Context: an optimization exercise on an open-source flow, tuned for small area, a short achievable clock period and few clock cycles. The choices shown serve that exercise and are no tape-out recipe.
Function was checked by simulation only, so behaviour that the tests miss may differ from the original.
No activity file was given, so power comes from the tool's default toggle rates.

## alpha
// core_top
module core_top(
    input  wire        rst_i,
    input  wire        clk_i,
    output wire        rom_ce_o,
    output wire [31:0] rom_addr_o,
    input  wire [31:0] rom_data_i,
    output wire        ram_ce_o,
    output wire [31:0] ram_addr_o,
    output wire [31:0] ram_wdata_o,
    input  wire [31:0] ram_rdata_i,
    output wire        ram_we_o
);
For scale: roughly 110000 um2 of cells after synthesis.
Settings: LEC_CHECK=0, CAP_MARGIN=20, CORE_MARGIN=2, CORE_UTILIZATION=50, PLACE_DENSITY=0.65, SLEW_MARGIN=20; clock period 15.0 ns.
standard.sh (not shown) runs the stock make flow with config.mk's settings and CLKGATE_MAP_FILE= SYNTH_SCRIPT=/design/flow/synth_recipe.tcl, a recipe that flattens the netlist after the stock synthesis.
==> flow/flow/run.sh <==
#!/bin/bash
# The standard ORFS layout (standard.sh), unchanged except that the
# timing repair steps (floorplan, CTS, global route) aim 10.6 ns below the
# clock period instead of at it, so that they keep shortening the critical
# paths. All of make's output goes to flow_orfs.log; each ORFS step also
# keeps its own log under orfs/logs/.
set -euo pipefail
bash standard.sh SETUP_SLACK_MARGIN=10.6 finish > flow_orfs.log 2>&1
Testbench counts of alpha, summed over its fixed seeds: cycles 102,724.
[inputs] beta vs alpha
--- a/flow/design.v
+++ b/flow/design.v
@@ -84,13 +84,13 @@
     wire [31:0] pc_imm = d_pc + (i_jal ? imm_j : i_br ? imm_b : imm_u);
     wire [31:0] pc_4   = d_pc + 32'd4;
     wire        pred   = i_jal | (i_br & d_ins[31]);
     always @(posedge clk_i) begin
         if (rst_i)
             btb_v <= 1'b0;
-        else if (d_valid & pred & ~d_btb & i_br) begin
+        else if (d_valid & pred & ~d_btb & i_br & ~(brz & ~brz_tk)) begin
             btb_v   <= 1'b1;
             btb_pc  <= d_pc[31:2];
             btb_tgt <= pc_imm[31:2];
         end
     end
     reg  [31:0] rf [1:31];
@@ -150,19 +150,25 @@
     reg         e_alt;      
     reg         e_sub;      
     reg         e_jalr, e_st, e_csr, e_div;
     reg         c_eq, c_ne, c_lt, c_ge, c_ltu, c_geu, c_jr;
     reg  [8:0]  e_csel;
     reg         r_add, r_sh, r_slt, r_sltu, r_xor, r_or, r_and, r_aux, r_csr, r_md;
+    reg         e_asgn, e_bsgn;    
     wire [31:0] jr_sum  = e_aux + imm_i;
     wire        jr_fast = i_jalr & e_valid & e_wr & r_aux & (e_rd == rs1);
-    assign id_redirect = d_valid & ((pred & ~d_btb) | jr_fast);
-    assign id_target   = jr_fast ? {jr_sum[31:1], 1'b0} : pc_imm;
+    wire        e_addz  = e_valid & e_wr & r_add & ~e_sub;
+    wire        brz     = i_br & (f3[2:1] == 2'b00) & e_addz &
+                          (((rs2 == 5'd0) & (e_rd == rs1)) | ((rs1 == 5'd0) & (e_rd == rs2)));
+    wire        zsum    = &(~(e_op1 ^ e_op2 ^ {e_op1[30:0] | e_op2[30:0], 1'b0}));
+    wire        brz_tk  = f3[0] ^ zsum;
+    assign id_redirect = d_valid & (brz ? (brz_tk ^ d_btb) : ((pred & ~d_btb) | jr_fast));
+    assign id_target   = jr_fast ? {jr_sum[31:1], 1'b0} : (brz & ~brz_tk) ? pc_4 : pc_imm;
     wire id_go = d_valid & ~id_hazard;
-    wire bp_pos  = i_br & ~pred;    
-    wire bp_neg = i_br & pred;     
+    wire bp_pos  = i_br & ~brz & ~pred;    
+    wire bp_neg = i_br & ~brz & pred;     
     always @(posedge clk_i) begin
         if (rst_i | ex_redirect) begin
             e_valid <= 1'b0;
             c_eq <= 1'b0; c_ne <= 1'b0; c_lt <= 1'b0; c_ge <= 1'b0;
             c_ltu <= 1'b0; c_geu <= 1'b0; c_jr <= 1'b0;
         end else if (!ex_stall) begin
@@ -198,12 +204,14 @@
             r_xor   <= i_alu & (f3 == 3'b100);
             r_or    <= i_alu & (f3 == 3'b110);
             r_and   <= i_alu & (f3 == 3'b111);
             r_aux   <= i_lui | i_auipc | i_jal | i_jalr;
             r_csr   <= i_csr;
             r_md    <= i_m;
+            e_asgn  <= f3[2] ? ~f3[0] : (f3[1] ^ f3[0]);
+            e_bsgn  <= f3[2] ? ~f3[0] : (f3[1:0] == 2'b01);
         end
     end
     wire [31:0] a = e_op1;
     wire [31:0] b = e_op2;
     wire [31:0] b_x = b ^ {32{e_sub}};
     wire [32:0] sum = {1'b0, a} + {1'b0, b_x} + {32'd0, e_sub};
@@ -296,29 +304,27 @@
         end
     endfunction
     reg  [2:0]  st;         
     reg  [31:0] drem;       
     reg  [32:0] ddvs;       
     reg  [31:0] dq;         
-    reg  [5:0]  dd;         
+    reg  [4:0]  dza, dzb;   
     reg  [4:0]  dcnt;
     reg         dqneg, drneg;
     reg  [32:0] mS, mC;     
     reg         mcin;
     wire        a_zero = (a == 32'd0);
     wire        b_zero = (b == 32'd0);
     wire        is_md  = e_mul | e_div;
-    wire        asgn   = e_div ? ~e_f3[0] : (e_f3[1] ^ e_f3[0]);
-    wire        bsgn   = e_div ? ~e_f3[0] : (e_f3[1:0] == 2'b01);
-    wire        aneg   = asgn & a[31];
-    wire        bneg   = bsgn & b[31];
+    wire        aneg   = e_asgn & a[31];
+    wire        bneg   = e_bsgn & b[31];
     wire [31:0] a_abs  = aneg ? (32'd0 - a) : a;
     wire [31:0] b_abs  = bneg ? (32'd0 - b) : b;
     wire [4:0]  clz_a  = clz32(a ^ {32{aneg}});
     wire [4:0]  clz_b  = clz32(b ^ {32{bneg}});
-    wire [5:0]  d_diff = {1'b0, clz_b} - {1'b0, clz_a} + {5'd0, aneg};
+    wire [5:0]  dd     = {1'b0, dzb} - {1'b0, dza} + {5'd0, drneg};
     wire [31:0] ma  = drem;
     wire [7:0]  mch = ddvs[7:0];
     wire [40:0] pp0 = {9'd0, ma & {32{mch[0]}}};
     wire [40:0] pp1 = {8'd0, ma & {32{mch[1]}}, mcin};
     wire [40:0] pp2 = {7'd0, ma & {32{mch[2]}}, 2'd0};
     wire [40:0] pp3 = {6'd0, ma & {32{mch[3]}}, 3'd0};
@@ -381,13 +387,14 @@
         end else if (e_valid & is_md & ~md_done) begin
             case (st)
                 3'd0: begin
                     drem  <= a_abs;
                     ddvs  <= {1'b0, b_abs};
                     dq    <= 32'd0;
-                    dd    <= d_diff;
+                    dza   <= clz_a;
+                    dzb   <= clz_b;
                     dqneg <= aneg ^ bneg;
                     drneg <= aneg;
                     mS    <= 33'd0;
                     mC    <= 33'd0;
                     mcin  <= 1'b0;
                     dcnt  <= 5'd3;
==> summary.txt <==
- From alpha to beta the numbers moved as follows: cell area after placement increased about 0.47%, final-layout clock buffer total increased 3, quantity of gates resized following cts decreased 10%, area after synthesis essentially unchanged, layout overhead on the synthesized area decreased 0.46 points.
- Slack of the worst reg-to-reg path (lower): alpha
- On cell count, alpha and beta are basically level.
- Summary of beta over alpha: sum of routed wire length over all layers now sits lower; total power draw now sits lower.
Testbench counts of beta, summed over its fixed seeds: cycles 99,816.

[static timing again, ports no longer ideal]
The flow's constraints put no driver on any port. The routed layouts listed below were extracted and timed again, unchanged, in two steps. Step 1: set_driving_cell puts a clkbuf_16 on clk_i and a buf_2 on each other input, an assumption about the parent block. Step 2, shift: input delay + t, output delay - t, t = (earliest + latest rising clock arrival at the registers) / 2. This alone moves slack from input paths to output paths. Three values: ideal, step 1, step 2; two values: the first two.
run	shift t [ns]	setup WS [ns]	clock arrival spread, ns	slew at the worst register clock pin (ns)
alpha	0.964	10.152 / 10.152 / 9.577	0.089 / 0.090	0.08 / 0.08
beta	0.920	10.414 / 10.322 / 9.695	0.116 / 0.116	0.07 / 0.07
After both steps setup and hold are still met in every run listed. The setup slack of beta, which loses most, moves by -0.092 ns with the drivers and by -0.719 ns with both steps.
